Background: an optimization exercise with open tools, aiming at small area. Do not read the settings as production practice.
No functional check of the RTL was part of this run.
No activity file was given, so power comes from the tool's default toggle rates.

--- design/flow/run.sh ---
#!/bin/bash
# synth_recipe.tcl (not shown) runs the flow's synth.tcl, then flattens the netlist and writes it again
# the make line also repeats each setting of config.mk as NAME=value (left out here)
make -C /OpenROAD-flow-scripts/flow DESIGN_CONFIG=/design/flow/config.mk WORK_HOME=/design/flow/orfs CLKGATE_MAP_FILE= SYNTH_SCRIPT=/design/flow/synth_recipe.tcl finish
--- design/flow/config.mk ---
export PLATFORM = sky130hd
export DESIGN_NAME = Digital_Clock
export DESIGN_NICKNAME = Digital_Clock
export VERILOG_FILES = /design/flow/design.v
export SDC_FILE = /design/flow/constraint.sdc
export NUM_CORES = 4
export LEC_CHECK = 0
export CAP_MARGIN = 20
export CORE_MARGIN = 2
export CORE_UTILIZATION = 40
export SLEW_MARGIN = 20
--- design/flow/constraint.sdc ---
create_clock -name core_clock -period 10.0 [get_ports {clk}]
set_input_delay 2.0000 -clock core_clock [delete_from_list [all_inputs] [get_ports {clk}]]
set_output_delay 2.0000 -clock core_clock [all_outputs]
set_load 0.01 [all_outputs]
--- design/flow/design.v ---
`timescale 1ns / 1ps
module buttons(input clk,input btn_in,output btn_out);
reg temp1,temp2,temp3;
always@(posedge clk)
    begin
        temp1<=btn_in;
        temp2<=temp1;
        temp3<=temp2;
    end
assign btn_out = temp3;    
endmodule
`timescale 1ns / 1ps
module clock_divider(input clk, input reset, output tick);
reg [25:0] count;
reg clkOut;
always @(posedge clk)
begin
    if (reset)
    begin
        count <= 0;
        clkOut <= 0;
    end
    else
    begin
        count <= count + 1;
        if (count == 199)
        begin
            clkOut <= ~clkOut;
            count <=0;
        end
    end
end
assign tick = (count == 199) && !clkOut;
endmodule
`timescale 1ns / 1ps
module clk_divider(input clk, input reset, output tick);
reg [25:0] count;
reg clkOut;
always @(posedge clk)
begin
    if (reset)
    begin
        count <= 0;
        clkOut <= 0;
    end
    else
    begin
        count <= count + 1;
        if (count == 1)
        begin
            clkOut <= ~clkOut;
            count <=0;
        end
    end
end
assign tick = (count == 1) && !clkOut;
endmodule
`timescale 1ns / 1ps
module Digital_Clock(
    input clk,
    input reset,
    input set_time,
    input set_time_unchnged,
    input [5:0] set_min,
    input [5:0] set_sec,
    input up,
    input down,
    input set_alarm,
    input left,
    input right,
    input stop_watch,
    input timer,
    input start,
    input stop,
    output reg led,
    output reg [3:0] Anode_Activation,
    output reg [6:0] Cathode_Activation,
    output reg [4:0] hrs     
);
    reg [6:0] secs;
    reg [6:0] mins;
    reg [6:0] hrs2;
    reg [6:0] secs2;
    reg [6:0] mins2;
    reg [6:0] hrs3;
    reg [6:0] secs3;
    reg [6:0] mins3;
    reg [5:0] hrs9;
    reg [6:0] secs4;
    reg [5:0] mins4;
    reg [3:0]count;
    wire tick_1Hz;
    wire tick_100Hz;
    wire up1, down1;
    buttons up2(clk,up,up1);
    buttons down2(clk,down,down1);
    clock_divider cd(clk, reset, tick_1Hz);
    clk_divider cd1(clk, reset, tick_100Hz);
    always @(posedge clk) begin
        if (reset) begin  
            secs2 <= 0;
            mins2 <= 0;
            hrs2 <= 0;
            led<=0;
            secs <= 0;
            mins <= 0;
            hrs <= 0;
            secs3 <= 0;
            mins3 <= 0;
            hrs3 <= 0;
            count <= 11;
        end
        else if (tick_1Hz) begin
        begin              
                secs2 <= secs2 + 1;
                if (secs2 == 59) begin
                    secs2 <= 0;
                    mins2 <= mins2 + 1;
                    if (mins2 == 59) begin
                        mins2 <= 0;
                        hrs2 <= hrs2 + 1;
                        if (hrs2 == 23) begin
                            hrs2<=0;
                        end
                    end
                end
            end
     if(!stop_watch)begin
           if(!set_time && !timer && !set_time_unchnged)begin
             hrs<=hrs2;
             mins<=mins2;
             secs<=secs2;
           end
           else if(set_time) begin
                secs2<=secs;
                if(!right && up1) begin
                    if(mins2==59 && hrs2==23) begin
                        mins2 <= 0;
                        hrs2<=0;
                        mins <= 0;
                        hrs<=0;
                    end
                    else if(mins2==59) begin
                        mins2 <= 0;
                        hrs2<=hrs2+1;
                        mins <= 0;
                        hrs<=hrs+1;
                    end
                    else begin
                        mins2 <= mins2 + 1;
                        mins <= mins + 1;
                    end
                end
                if(right && up1) begin
                    if(hrs2==23) begin
                        hrs2<=0; 
                        hrs<=0;                  
                    end
                    else begin
                        hrs2 <= hrs2 + 1;
                        hrs <= hrs + 1;
                    end
                end
                if(!right && down1) begin
                    if(mins2==0 && hrs2==0) begin
                        mins2 <= 59;
                        hrs2<=23;
                        mins <= 59;
                        hrs<=23;
                    end
                    else if(mins2==0) begin
                        mins2 <= 59;
                        hrs2<=hrs2-1;
                        mins <= 59;
                        hrs<=hrs-1;
                    end
                    else begin
                        mins2 <= mins2 - 1;
                        mins <= mins - 1;
                    end
                end
                if(right && down1) begin
                    if(hrs2==0) begin
                        hrs2<=23; 
                        hrs<=23;                  
                    end
                    else begin
                        hrs2 <= hrs2 - 1;
                        hrs <= hrs - 1;
                    end
                end
            end
            else if(set_time_unchnged) begin
            if(timer)begin
            if(!(mins==0 && secs==0))begin
              if(secs==0)begin
                secs<=59;
                mins<=mins-1;      
              end
              else secs<=secs-1;
             end 
             end 
             else if(set_alarm) begin
                mins3 <= mins;
                secs3 <= secs;
                hrs3 <= hrs;
             end
              else if(!right && up1) begin
                    if(mins==59) begin
                        mins <= 0;
                        hrs<=hrs+1;
                    end
                    else begin
                        mins <= mins + 1;
                    end
                end
                if(right && up1) begin
                    if(hrs==23) begin
                        hrs <= 0;
                    end
                    else begin
                        hrs <= hrs + 1;
                    end
                end
            end
        if(set_alarm ==1 && hrs2 == hrs3 && mins2 == mins3 && secs2 == secs3) begin
            led <= 1;
            count<=0;
        end
        if(count<=10) begin
            if(count %2==0) begin
                led <= 0;
            end
            if(count %2==1) begin
                led <= 1;
            end
            count <= count +1;
        end
        end
        end
        end
      always@(posedge clk) begin
            if(reset) begin
              secs4<=0;
              mins4<=0;
              hrs9<=0;
            end
            else if(tick_100Hz) begin
            if(stop_watch && !start && !stop)begin
              secs4<=0;
              mins4<=0;
              hrs9<=0;
            end
            else if(stop_watch && start && !stop) begin
                secs4<= secs4+1;
                if(secs4==99) begin
                    secs4<=0;
                    mins4<=mins4+1;
                    if(mins4==59) begin
                        mins4<=0;
                        hrs9<=hrs9+1'b1;
                    end
                end
             end
            end
        end
    reg [3:0] LED_BCD;
    reg [7:0] refresh_counter;
    wire [1:0] LED_activation_counter;
    always @(posedge clk) begin
        if (reset == 1) begin
            refresh_counter <= 0;
        end else begin
            refresh_counter <= refresh_counter + 1;
        end
    end
    assign LED_activation_counter = refresh_counter[7:6];
    always @(*) begin
        case(LED_activation_counter)
            2'b00: begin
                Anode_Activation = 4'b0111; 
                if(!stop_watch)begin
                LED_BCD = mins/10;
                end
                else begin
                LED_BCD = mins4/10;
                end
            end
            2'b01: begin
                Anode_Activation = 4'b1011; 
                if(!stop_watch)begin
                LED_BCD = mins %10;
                end
                else begin
                LED_BCD = mins4 % 10;
                end
            end
            2'b10: begin
                Anode_Activation = 4'b1101; 
                if(!stop_watch)begin
                LED_BCD = secs/10;
                end
                else begin
                LED_BCD = secs4/10;
                end
            end
            2'b11: begin
                Anode_Activation = 4'b1110; 
               if(!stop_watch)begin
                LED_BCD = secs %10;
                end
                else begin
                LED_BCD = secs4%10;
                end
            end
        endcase
    end
    always @(*) begin
        case(LED_BCD)
            4'b0000: Cathode_Activation = 7'b0000001;  
            4'b0001: Cathode_Activation = 7'b1001111;  
            4'b0010: Cathode_Activation = 7'b0010010;  
            4'b0011: Cathode_Activation = 7'b0000110;  
            4'b0100: Cathode_Activation = 7'b1001100;  
            4'b0101: Cathode_Activation = 7'b0100100;  
            4'b0110: Cathode_Activation = 7'b0100000;  
            4'b0111: Cathode_Activation = 7'b0001111;  
            4'b1000: Cathode_Activation = 7'b0000000;  
            4'b1001: Cathode_Activation = 7'b0000100;  
            default: Cathode_Activation = 7'b0000001;  
        endcase
    end
endmodule
==> results.txt <==
## cells in the final DEF, fill, tap and decap left out, types with 10 or more instances in the layout
master	Yosys	final
nor2_1	147	147
dfxtp_1	145	145
nand2_1	122	122
a21oi_1	95	95
nand3_1	58	58
xor2_1	56	56
o21ai_0	55	55
inv_1	42	42
nor3_1	36	34
xnor2_1	33	33
clkdlybuf4s50_1	0	27
ha_1	24	24
nand4_1	23	23
a211oi_1	21	21
and3_1	18	18
nor4_1	18	18
nand2b_1	17	17
or3_1	17	17
clkbuf_16	0	17
mux2i_1	13	13
nor2b_1	11	11
a31oi_1	11	11
buf_4	0	11
mux4_2	10	10
and2_1	10	10
## critical path, delay by kind of cell
| family | cells | cell delay (ps) |
|---|---|---|
| fa+ha+maj | 2 | 420 |
| compound gates | 5 | 1100 |
| xor+xnor | 1 | 300 |
| buf+inv | 4 | 1420 |
| mux | 2 | 650 |
| simple gates | 2 | 210 |
## final cells by class
type,count,area [µm²]
Clock inverter,8,104
Sequential cell,145,2900
Fill cell,2241,12300
Timing Repair Buffer,39,358
Inverter,44,165
Multi-Input combinational cell,923,5720
Clock buffer,22,474
Tap cell,285,357
## per-layer routing
metal	up-vias	track usage [%]	part of all wire, %
met2	187	30.3	46
met3	34	3.31	3.9
met4	0	6.00	1.6
met5	-	0	0
met1	3962	26.8	49
li1	4197	-	-
## synthesized netlist by cell type, types with 21 or more instances
master,instances,share of area (%)
xor2_1,56,5.4
xnor2_1,33,3.2
a21oi_1,95,5.2
a211oi_1,21,1.7
clkbuf_1,60,2.5
nand2_1,122,5.0
nor2_1,147,6.1
dfxtp_1,145,32
nor3_1,36,2.0
nand4_1,23,1.6
nand3_1,58,3.2
ha_1,24,3.3
o21ai_0,55,3.0
inv_1,42,1.7
## power by group
| group | internal [mW] | switching [mW] | total (mW) |
|---|---|---|---|
| Combinational | 0.0251 | 0.0459 | 0.0710 |
| Sequential | 0.584 | 0.00637 | 0.590 |
| Clock | 0.386 | 0.252 | 0.638 |
| Total | 0.995 | 0.305 | 1.30 |
## through the flow
stage	setup WS (ps)	hold slack (ps)	cells	power [mW]	area (µm²)
floorplan	3220	310	1184	0.654	9090
global placement	1950	315	1436	0.674	9510
detailed placement	1880	312	1436	0.673	9510
CTS	1880	327	1466	1.31	10100
global route	1490	335	1466	1.35	10100
finish	1870	326	1466	1.30	10100
## logic make-up (layout without fill, tap and decap cells)
logic type,count (synthesis),in the layout,synth area share [%]
fa+ha+maj,26,26,3.54
mux,29,29,4.68
simple gates,513,513,27.5
flops,145,145,31.9
compound gates,266,266,18.6
buf+inv,116,113,5.16
xor+xnor,89,89,8.58
## worst max path at each step
stage | from | endpoint | slack (ps)
after floorplan | stop_watch | Cathode_Activation[2] | 3220
after global placement | stop_watch | Cathode_Activation[2] | 1950
after detailed placement | stop_watch | Cathode_Activation[2] | 1880
after CTS | stop_watch | Cathode_Activation[2] | 1880
after global routing | stop_watch | Cathode_Activation[2] | 1490
final | stop_watch | Cathode_Activation[2] | 1870
==> summary.txt <==
status: timing/DRC/antenna clean
Min-Delay Path Class: flip-flop to flip-flop
Setup crit end kind: output port
arrival time worst endpoint: 6130 ps
# nets final: 1219
vias in the first global route: 7594
clk sinks: 145
RSZ-0062 raised after global routing: false
Top-Level Pins: 42
syn avg cell area: 7.67 µm²
minimum clock period: 8130 ps
routability cong.: 0.813
Die H: 155 µm
post-cts sizing count: 0
mapped cell area: 9090 µm²
clock-pin slew on the worst setup and hold paths: 60 ps
drt wl/cell: 15.6 µm
FF-to-FF Start: mins2[0]
slowest cell delay on critical path: 580 ps
max cap viols: 0
Post-synth EDFFs: 0
Yosys cell types: 82
Chip Width: 155 µm
PwrDens: 129 nW/µm²
Worst slew margin: 32.1%
GRT overflow: 0
final setup vio count: 0
Iter 0 DRT Violations: 697
Hold Path Origin: up2.temp1
Fin. Hold Viols: 0
gr usage total: 19.2%
fraction of registers with async set/reset: 0%
CTS tree: done
cell row count: 55
Worst Reg-to-Reg Cells: 12
Layout area overhead: 11.0%
achievable frequency: 0.123 GHz
Ys Warns: 4
drt drc: 0
post-DR vias/cell: 5.72
largest net degree at the start of global routing: 81
CTS H-tree depth: 4
Gate Count Post-Synth: 1184
Pleak: 3.50 nW
# Post-CTS Setup Buffers: 0
Slew @ Worst Pin: 1010 ps
first-pass GRT wire length: 38000 µm
period utilisation layout: 81.3%
Clock Tree Buf Depth: 2
Antenna diodes: 0
largest registers: cd.count x26, cd1.count x26, refresh_counter x8
Syn Nets: 1233
Worst Setup Path Type: input pin to output port
VDD IR-drop max: 0.000101 V
crit-path cells: clkdlybuf4s50_1 -> buf_4 -> mux2i_1 -> mux2i_2 -> xnor2_1 -> o32ai_2 -> nor2_1 -> ha_1 -> o31ai_2 -> a2111o_1 -> o211a_2 -> inv_2 -> ha_1 -> nor2_1 -> o32ai_1 -> clkdlybuf4s50_1
Root Driver: clkbuf_16
DP HPWL: 15700 µm
Worst Path Max Fanout: 29
CP startpoint kind: input pin
clock latency (worst-skew pair): 430 ps
Pins Over Slew Limit: 0
drt pass-1 iters: 5
CTS buffer count: 17
required time of the critical path: 8000 ps
initial antenna violation count: 0
WHS Path Cells: 0
via count: 8380
fin util: 45.0%
initial core utilization: 40.5%
share of cells above drive strength 1: 6.69%
setup TNS: 0 ps
Endpoint, Worst Hold: up2.temp2
Post-CTS Hold Buffers: 0
reg2reg setup slack: 6410 ps
WL final: 22800 µm
CP max-delay cell: clkdlybuf4s50_1
Die ar.: 23900 µm²
Reg2Reg Capture Point: hrs[2]
ys flop type: dfxtp_1
Core ar.: 22400 µm²
Clock Skew: 13.1 ps
I/O Buffers: 28
Seq cells post-synth: 145
register area share after synthesis: 31.9%
antenna-violating nets left: 0

==> port drivers added, routing unchanged <==
In the flow no input, the clock included, has a driving cell. The finished layout below was timed again as built, in two steps.
Step 1 (the two cells are an assumption about what drives the block):
set clk [get_ports {clk}]
set_driving_cell -lib_cell sky130_fd_sc_hd__clkbuf_16 $clk
set_driving_cell -lib_cell sky130_fd_sc_hd__buf_2 [delete_from_list [all_inputs] $clk]
Step 2 also shifts input and output timing later by t, the mid clock arrival at the registers, as if the neighbouring blocks saw the same clock.
a / b / c = no drivers / after step 1 / after step 2; a / b = the first two.
shift t [ns]: 0.466
slack for setup (ns): 1.871 / 1.849 / 1.849
worst setup path after step 2: input to output
latest minus earliest clock arrival (ns): 0.014 / 0.014
worst slew at a driven data input, ns: 0.03
After both steps this run still meets setup and hold. The setup slack of this run moves by -0.022 ns with the drivers and by -0.022 ns with both steps.
